This is an optimization exercise on Yosys and OpenROAD, whose aim is small area, a short achievable clock period and few clock cycles, not a production implementation. The RTL of this run was laid out without a check of its function. Power figures rest on the tool's default switching activity, not on a simulated workload.

==> flow/design.v <==
module algo_3_final (
    input  wire        clk,
    input  wire        reset,       
    input  wire        trigger,     
    input  wire        pix_valid,
    input  wire [7:0]  pix_data,
    output wire        pix_ready,
    input  wire [10:0] data_ram_i,
    output wire [10:0] data_ram_o,
    output wire [10:0] addr_ram,
    output wire        we,
    input  wire [13:0] data_ram_energia_i,
    output wire [13:0] data_ram_energia_o,
    output wire [10:0] addr_ram_energia,
    input  wire [5:0]  data_ram_cantidad_i,
    output wire [5:0]  data_ram_cantidad_o,
    output wire [10:0] addr_ram_cantidad,
    output wire        fin_signal
);
  localparam integer PIXELS  = 7081;
  localparam integer RING    = 99;     
  localparam integer DLY     = 92;     
  function [6:0] step7(input [6:0] x);
    step7 = {x[5:0], x[6] ^ x[5]};
  endfunction
  function [12:0] step13(input [12:0] x);
    step13 = {x[11:0], x[12] ^ x[3] ^ x[2] ^ x[0]};
  endfunction
  function gt11(input [10:0] a, input [10:0] b);
    reg [15:0] g0, l0;
    reg [7:0]  g1, l1;
    reg [3:0]  g2, l2;
    reg [1:0]  g3, l3;
    integer k;
    begin
      g0 = {5'd0, a} & ~{5'd0, b};
      l0 = ~{5'd0, a} & {5'd0, b};
      for (k = 0; k < 8; k = k + 1) begin
        g1[k] = g0[2*k+1] | (~l0[2*k+1] & g0[2*k]);
        l1[k] = l0[2*k+1] | (~g0[2*k+1] & l0[2*k]);
      end
      for (k = 0; k < 4; k = k + 1) begin
        g2[k] = g1[2*k+1] | (~l1[2*k+1] & g1[2*k]);
        l2[k] = l1[2*k+1] | (~g1[2*k+1] & l1[2*k]);
      end
      for (k = 0; k < 2; k = k + 1) begin
        g3[k] = g2[2*k+1] | (~l2[2*k+1] & g2[2*k]);
        l3[k] = l2[2*k+1] | (~g2[2*k+1] & l2[2*k]);
      end
      gt11 = g3[1] | (~l3[1] & g3[0]);
    end
  endfunction
  function [11:0] inc12(input [11:0] x);
    reg [11:0] a;
    integer k, d;
    begin
      a = x;
      for (d = 1; d < 12; d = d * 2)
        for (k = 11; k >= d; k = k - 1)
          a[k] = a[k] & a[k-d];
      inc12 = x ^ {a[10:0], 1'b1};
    end
  endfunction
  function [8:0] add8(input [7:0] x, input [7:0] y);
    reg [7:0] g, p, pp;
    integer k, d;
    begin
      g = x & y;
      p = x ^ y;
      pp = p;
      for (d = 1; d < 8; d = d * 2)
        for (k = 7; k >= d; k = k - 1) begin
          g[k]  = g[k] | (pp[k] & g[k-d]);
          pp[k] = pp[k] & pp[k-d];
        end
      add8 = {g[7], p ^ {g[6:0], 1'b0}};
    end
  endfunction
  function [6:0] after7(input integer n);
    integer k;
    begin
      after7 = 7'd1;
      for (k = 0; k < n; k = k + 1) after7 = step7(after7);
    end
  endfunction
  function [12:0] after13(input integer n);
    integer k;
    begin
      after13 = 13'd1;
      for (k = 0; k < n; k = k + 1) after13 = step13(after13);
    end
  endfunction
  localparam [6:0]  COL95  = after7(94);         
  localparam [6:0]  COL97  = after7(96);
  localparam [6:0]  RINGE  = after7(RING - 1);   
  localparam [6:0]  WPTRE  = after7(DLY - 1);    
  localparam [12:0] REM1   = after13(PIXELS - 1);  
  reg  restart;
  always @(posedge clk) restart <= !reset || trigger;
  reg        fin, rdy, we_r;
  reg [12:0] rem;         
  reg        open;        
  reg [7:0]  vb;          
  reg        vb_valid;
  reg [1:0]  st;          
  reg        fwr;         
  reg        clr;         
  reg [10:0] a_e;
  reg [13:0] d_e;
  reg [5:0]  d_c;
  reg [10:0] label_r;     
  reg [10:0] lab2;        
  reg        lab1z, lab2z;
  reg        G, G2;       
  reg [10:0] R1;          
  reg        R1z;
  reg [10:0] PP;          
  reg        PPz;
  reg [10:0] M3;          
  reg        M3z;
  reg [10:0] q0, q1, q2;  
  reg        q0z, q1z, q2z;
  reg [1:0]  qn;          
  reg        cap, cap_ok;
  reg [6:0]  wptr;        
  reg        filled;
  reg [6:0]  col;         
  reg        mL;          
  reg        mURn;        
  reg [6:0]  ring;        
  reg        i1;          
  reg [10:0] nxt;         
  reg        wrapped;
  reg [11:0] cf;          
  assign pix_ready           = rdy && !restart;
  assign we                  = we_r;
  assign fin_signal          = fin && !restart;
  assign data_ram_o          = label_r;
  assign addr_ram            = {4'd0, wptr & {7{fwr}}};    
  assign addr_ram_energia    = a_e;
  assign addr_ram_cantidad   = a_e;
  assign data_ram_energia_o  = d_e;
  assign data_ram_cantidad_o = d_c;
  wire accept = pix_valid && rdy;    
  wire can    = (st == 2'd0) || (st == 2'd3);
  wire proc   = vb_valid && can;
  wire        vnz   = |vb;
  wire [10:0] lft   = i1 ? lab2 : label_r;
  wire        gt    = !mL && (i1 ? G2 : G);      
  wire        lftz  = mL | (i1 ? lab2z : lab1z);
  wire        allz  = lftz & M3z;
  wire        selmx = vnz & !allz;
  wire        selnx = vnz & allz;
  wire [10:0] lab   = (selmx & gt) ? lft :
                      selmx ? M3 : (selnx ? nxt : 11'd0);
  wire        labz  = !vnz | (allz & (nxt == 11'd0));
  wire        op_new = vnz & allz & !wrapped;
  wire        op_rmw = vnz & !labz & !op_new;
  wire        p_new  = proc & op_new;
  wire        p_rmw  = proc & op_rmw;
  wire        alloc  = proc & vnz & allz;
  wire [10:0] sm  = mURn ? 11'd0 : q0;
  wire        smz = mURn | q0z;
  wire [10:0] m3n = gt11(sm, PP) ? sm : PP;
  wire        m3z = PPz & smz;
  wire        cL  = gt11(label_r, PP) && gt11(label_r, sm);
  wire        cL2 = gt11(lab2, PP) && gt11(lab2, sm);
  wire        cM  = gt11(M3, PP) && gt11(M3, sm);
  wire        cN  = gt11(nxt, PP) && gt11(nxt, sm);
  wire        gn  = !vnz ? 1'b0 : allz ? cN : gt ? (i1 ? cL2 : cL) : cM;
  wire [10:0] r1m = mURn ? 11'd0 : R1;
  wire        r1mz = mURn | R1z;
  wire [10:0] ppn = gt11(q0, r1m) ? q0 : r1m;
  wire        ppz = r1mz & q0z;
  wire [10:0] din  = cap_ok ? data_ram_i : 11'd0;
  wire        dinz = (din == 11'd0);
  wire [8:0]  e_lo  = add8(data_ram_energia_i[7:0], d_e[7:0]);
  wire [11:0] e_hi  = inc12({6'd0, data_ram_energia_i[13:8]});
  wire [5:0]  e_hi1 = e_hi[5:0];
  wire [11:0] c_p1  = inc12({6'd0, data_ram_cantidad_i});
  wire        eqr   = (cf == {1'b0, nxt});
  wire [1:0]  st_n  = p_rmw ? 2'd1 : (st == 2'd1) ? 2'd2 : (st == 2'd2) ? 2'd3 : 2'd0;
  wire        cfinc = clr | (alloc & eqr);
  wire [11:0] cf_p1 = inc12(cf);
  wire [11:0] cf_n  = cfinc ? cf_p1 : cf;
  wire [11:0] nxt_p1 = inc12({1'b0, nxt});
  wire        cfd_n = cf[11] | (&cf[10:0] & cfinc);    
  wire        fin_n = fin | (!open && !vb_valid && can && cfd_n);
  wire        we_n  = !fin_n && (st_n != 2'd1);
  wire        lab_n = p_new | p_rmw;              
  wire        lbr_n = (st == 2'd2);               
  wire        fwr_n = (proc & !op_rmw) | (st == 2'd1);
  wire        vbv_n = accept | (vb_valid & !proc);
  wire        open_n = open & !(accept & (rem == REM1));
  wire        clr_n = we_n & !lab_n & !lbr_n & (st_n != 2'd2) & !cfd_n;
  always @(posedge clk) begin
    if (restart) begin
      fin <= 1'b0; rdy <= 1'b1;
      rem <= 13'd1; open <= 1'b1;
      vb_valid <= 1'b0;
      st <= 2'd0; fwr <= 1'b0; clr <= 1'b0;
      R1 <= 11'd0; R1z <= 1'b1; PP <= 11'd0; PPz <= 1'b1; M3 <= 11'd0; M3z <= 1'b1;
      q0 <= 11'd0; q1 <= 11'd0; q2 <= 11'd0; q0z <= 1'b1; q1z <= 1'b1; q2z <= 1'b1;
      qn <= 2'd3; cap <= 1'b0;
      wptr <= 7'd1; filled <= 1'b0;
      col <= 7'd1; mL <= 1'b1; mURn <= 1'b0;
      ring <= 7'd1; i1 <= 1'b1;
      nxt <= 11'd1; wrapped <= 1'b0; cf <= 12'd1;
    end else begin
      if (accept) rem <= step13(rem);
      vb_valid <= vbv_n;
      open     <= open_n;
      rdy      <= open_n && (!vbv_n || st_n == 2'd0 || st_n == 2'd3);
      fin      <= fin_n;
      st       <= st_n;
      cf       <= cf_n;
      clr      <= clr_n;
      fwr <= fwr_n;
      if (fwr) begin
        if (wptr == WPTRE) begin wptr <= 7'd1; filled <= 1'b1; end
        else wptr <= step7(wptr);
      end
      cap <= fwr;
      qn  <= qn + {1'b0, cap} - {1'b0, proc};
      if (proc) begin
        q0 <= q1; q0z <= q1z;
        q1 <= q2; q1z <= q2z;
      end
      if (cap) begin
        if (qn == {1'b0, proc}) begin q0 <= din; q0z <= dinz; end
        if (qn == 2'd1 + {1'b0, proc}) begin q1 <= din; q1z <= dinz; end
        if (qn == 2'd2 + {1'b0, proc}) begin q2 <= din; q2z <= dinz; end
      end
      if (proc) begin
        R1 <= q0; R1z <= q0z;
        PP <= ppn; PPz <= ppz;
        M3 <= m3n; M3z <= m3z;
        col  <= (col == COL97) ? 7'd1 : step7(col);
        mL   <= (col == COL97);
        mURn <= (col == COL95);
        ring <= (ring == RINGE) ? 7'd1 : step7(ring);
        i1   <= (ring == RINGE);
        if (alloc) begin
          nxt <= nxt_p1[10:0];
          if (nxt == 11'd2047) wrapped <= 1'b1;
        end
      end
    end
  end
  always @(posedge clk) begin
    if (accept) vb <= pix_data;
    we_r   <= we_n;
    cap_ok <= filled;
    a_e    <= lab_n ? lab : (lbr_n ? label_r : cf_n[10:0]);
    if (lab_n) begin
      d_e <= {6'd0, vb};
      d_c <= 6'd1;
    end else if (st == 2'd2) begin
      d_e <= {e_lo[8] ? e_hi1 : data_ram_energia_i[13:8], e_lo[7:0]};
      d_c <= c_p1[5:0];
    end else if (st != 2'd1) begin
      d_e <= 14'd0;
      d_c <= 6'd0;
    end
    if (proc) begin
      label_r <= lab; lab1z <= labz;
      lab2 <= label_r; lab2z <= lab1z;
      G  <= gn;
      G2 <= cL;
    end
  end
endmodule
==> flow/run.sh <==
#!/bin/bash
# synth_recipe.tcl (not shown) runs the flow's synth.tcl, then flattens the netlist and writes it again
# the make line also repeats each setting of config.mk as NAME=value (left out here)
make -C /OpenROAD-flow-scripts/flow DESIGN_CONFIG=/design/flow/config.mk WORK_HOME=/design/flow/orfs CLKGATE_MAP_FILE= SYNTH_SCRIPT=/design/flow/synth_recipe.tcl finish
==> flow/config.mk <==
export PLATFORM = sky130hd
export DESIGN_NAME = algo_3_final
export DESIGN_NICKNAME = algo_3_final
export VERILOG_FILES = /design/flow/design.v
export SDC_FILE = /design/flow/constraint.sdc
export NUM_CORES = 4
export LEC_CHECK = 0
export ABC_AREA = 1
export CAP_MARGIN = 20
export CORE_MARGIN = 2
export CORE_UTILIZATION = 40
export SETUP_SLACK_MARGIN = 3.2
export SLEW_MARGIN = 20
==> flow/constraint.sdc <==
create_clock -name core_clock -period 5.5 [get_ports {clk}]
set_input_delay 1.1000 -clock core_clock [delete_from_list [all_inputs] [get_ports {clk}]]
set_output_delay 1.1000 -clock core_clock [all_outputs]
set_load 0.01 [all_outputs]
==> notes.md <==
cells by family (layout without fill, tap and decap cells):
kind of cell	Yosys count	in the layout	synth area share
compound gates	380	380	0.1716
buf+inv	301	422	0.1066
fa+ha+maj	19	19	0.02052
other cells	1	4	0.0003138
flops	213	213	0.3920
simple gates	843	846	0.2943
xor+xnor	20	20	0.01466
path summary, 6_finish.rpt:
kind                            depth (start not counted)  slack (ns)                  end
worst max register to register                         11        3.29  cf[11]$_SDFFE_PP0N_
worst max-delay path                                    5        3.10          addr_ram[3]
worst min register to register                          0        0.35       cap_ok$_DFF_P_
worst min-delay path                                    0        0.35       cap_ok$_DFF_P_
what timing repair did:
item	4_1_cts	5_1_grt
endpoints found under the hold margin	0	0
resized for setup	194	66
endpoints found under the setup margin	217	140
pin swaps	18	17
cloned	2	3
buffers inserted	37	15
flip-flops by register name (all words and copies together), names as in the netlist, 2 cells and up:
signal / count
d_e: 14
rem: 13
cf: 12
M3: 11
PP: 11
R1: 11
a_e: 11
lab2: 11
label_r: 11
nxt: 11
q0: 11
q1: 11
q2: 11
vb: 8
col: 7
ring: 7
wptr: 7
d_c: 6
qn: 2
st: 2
worst max-delay path, cell delays in order, from the launching register on:
cell	delay, ns
dfxtp_4	0.36
buf_6	0.12
buf_6	0.10
nand2_2	0.05
inv_2	0.04
buf_6	0.11
layout by cell type, fill, tap and decap left out, types with 5 or more instances in the layout:
cell / count
o211ai_1: 14
buf_6: 11
inv_2: 14
buf_4: 49
clkbuf_8: 5
o22ai_1: 12
clkdlybuf4s50_1: 36
nor4_1: 7
dlygate4sd2_1: 37
o21ai_0: 142
nand2_2: 19
dfxtp_1: 166
a21oi_1: 150
ha_1: 10
nand3_1: 123
clkbuf_2: 5
buf_2: 20
nand2_1: 495
edfxtp_1: 42
clkbuf_16: 28
nand2_4: 5
nand4_1: 12
nor3_1: 18
nor2_1: 126
nor2_4: 7
a31oi_1: 22
o21a_1: 8
xnor2_1: 6
ha_4: 8
clkinvlp_4: 7
nor2_2: 5
or2_2: 6
a211oi_1: 6
nand3_2: 6
xor2_1: 14
o21ai_1: 10
inv_1: 187
power by group:
group          switching (W)  total [W]  internal [W]
Sequential         0.0000210    0.00164       0.00162
Combinational       0.000153   0.000263      0.000110
Clock               0.000670    0.00171       0.00104
routing by layer:
metal | share of wire | GRT usage | up-vias
li1 | - | - | 6036
met1 | 0.44 | 0.3000 | 5468
met2 | 0.47 | 0.3786 | 358
met3 | 0.061 | 0.03157 | 54
met4 | 0.024 | 0.05820 | 0
met5 | 0 | 0 | -
stage by stage:
step / hold slack (ns) / cells / utilization
6_report: 0.3524 / 2294 / 0.4971
5_1_grt: 0.3697 / 2294 / 0.4971
4_1_cts: 0.3530 / 2276 / 0.4864
3_5_place_dp: 0.3397 / 2192 / 0.4440
3_3_place_gp: 0.3388 / 2191 / 0.4437
2_1_floorplan: 0.3308 / 1780 / -
layout make-up:
cell class	count	area [um^2]
Tap cell	390	488.0
Clock buffer	35	745.7
Sequential cell	213	4701
Clock inverter	10	111.4
Fill cell	2986	14870
Multi-Input combinational cell	1269	6389
Timing Repair Buffer	165	1423
Inverter	212	837.1
==> out/results.ini <==
[grt]
grt_pass1_wl_mm=57.10
antenna_found_initial=0
grt_max_degree=82
grt_pass1_vias=11080
gr-total-overflow=0
grt_use_total=0.2239

[floorplan]
die_h_um=176.8
initial_core_util=0.4043
core_um2=29560
die_w_um=176.8
num_rows=63
ioPinCount=110
die_area_um2=31270

[synthesis]
netlist_area_um2=11950
synth_area_leader_cell=dfxtp_1
synth_common_cells=509 x nand2_1, 203 x inv_1, 171 x dfxtp_1
yosysMostFrequentCell=nand2_1
synth_edf_count=42
yosys.area.top_type_share=0.2865
synth_flop_cell=dfxtp_1
synth_cell_types=49
async_flop_share=0
ys_ff_latch=213
syn_inst=1777
ys_seq_area_frac=0.3920
ys_warn_count=1
syn_avg_cell_area_um2=6.725
synth_area_leaders=dfxtp_1 29%, nand2_1 16%, edfxtp_1 11%

[sta]
finalSetupTns_ns=0
layout_worst_path_cycle_share=0.4355
drv_slew=0
finalSetupViolations=0
rsz0062_at_grt=true
setup_slack_ns=3.105
slew_headroom=0.5025
tightest_slew_ns=0.7435
hold_violations=0
min_period_ns=2.395
clock.fmax_ghz=0.4175
skew_ns=0.01283

[critical_path]
cp-end-kind=output port
cp.arrival_ns=1.30
critPathKind=flip-flop to output port
crit_start=fwr$_SDFF_PP0_
critical_path.max_fanout=5
crit_path_start_kind=flip-flop
required_ns=4.40
r2r_start=st[0]$_SDFF_PP0_

[route]
first_pass_iters=5
via_per_inst=5.194
wire_per_inst_um=15.39
vias=11920
detail_route.iter0.violations=973
ant_nets=0
drt-total-wl_mm=35.31
drc=0

[clocking]
cts-root-buf=clkbuf_16
clk_path_buf_depth=3
path_clk_slew_ns=0.05
cts_tree=built
cts_buffers=25
clock_sinks=213
h-tree-depth=1
insertion_delay_ns=0.53
cts_hold_repair.buffers=0

[finish]
layout.nets=1948
layout-area-overhead-vs-synth_pct=22.96
finalInstanceArea_um2=14690
n_antenna_cell=0
drive_gt1_frac=0.1213

[run_status]
status=timing/DRC/antenna clean

[place]
port_buffers=105
postPlaceCellArea_um2=13130
pre_cts_ws_ns=1.945
place_congestion=0.8570
hpwlAfterDp_mm=24.36

[hold_path]
hp-start=filled$_SDFFE_PP0P_
hold_path.class=flip-flop to flip-flop

[flow_run]
cap_violations=0

[power]
power.density_nw_per_um2=245.7
p_leak_nw=6.414
ir_worst_vdd_uv=170.9
power_w=0.003610

## what the ideal ports hide
How much do the figures lean on ideal ports? The routed layout below was timed once more, with nothing changed but the port constraints. Step 1 (the two cells are an assumption about what drives the block):
set clk [get_ports {clk}]
set_driving_cell -lib_cell sky130_fd_sc_hd__clkbuf_16 $clk
set_driving_cell -lib_cell sky130_fd_sc_hd__buf_2 [delete_from_list [all_inputs] $clk]
Step 2 adds t to the input delays and takes it off the output delays; t is the mean of the earliest and latest rising clock arrival at the registers after step 1. Input paths then give back, and output paths get back, about the clock's delay inside the block. a / b / c = ideal / step 1 / step 2; a / b = the first two.
shift t [ns]: 0.575
setup WS [ns]: 3.105 / 3.049 / 2.714
hold slack, ns: 0.352 / 0.352 / 0.352
worst register clock-pin slew, ns: 0.06 / 0.06
pins driven straight from the clock port: 1
After both steps setup and hold are still met in this run. For this run, drivers alone change the setup slack by -0.056 ns; drivers and shift together by -0.391 ns.
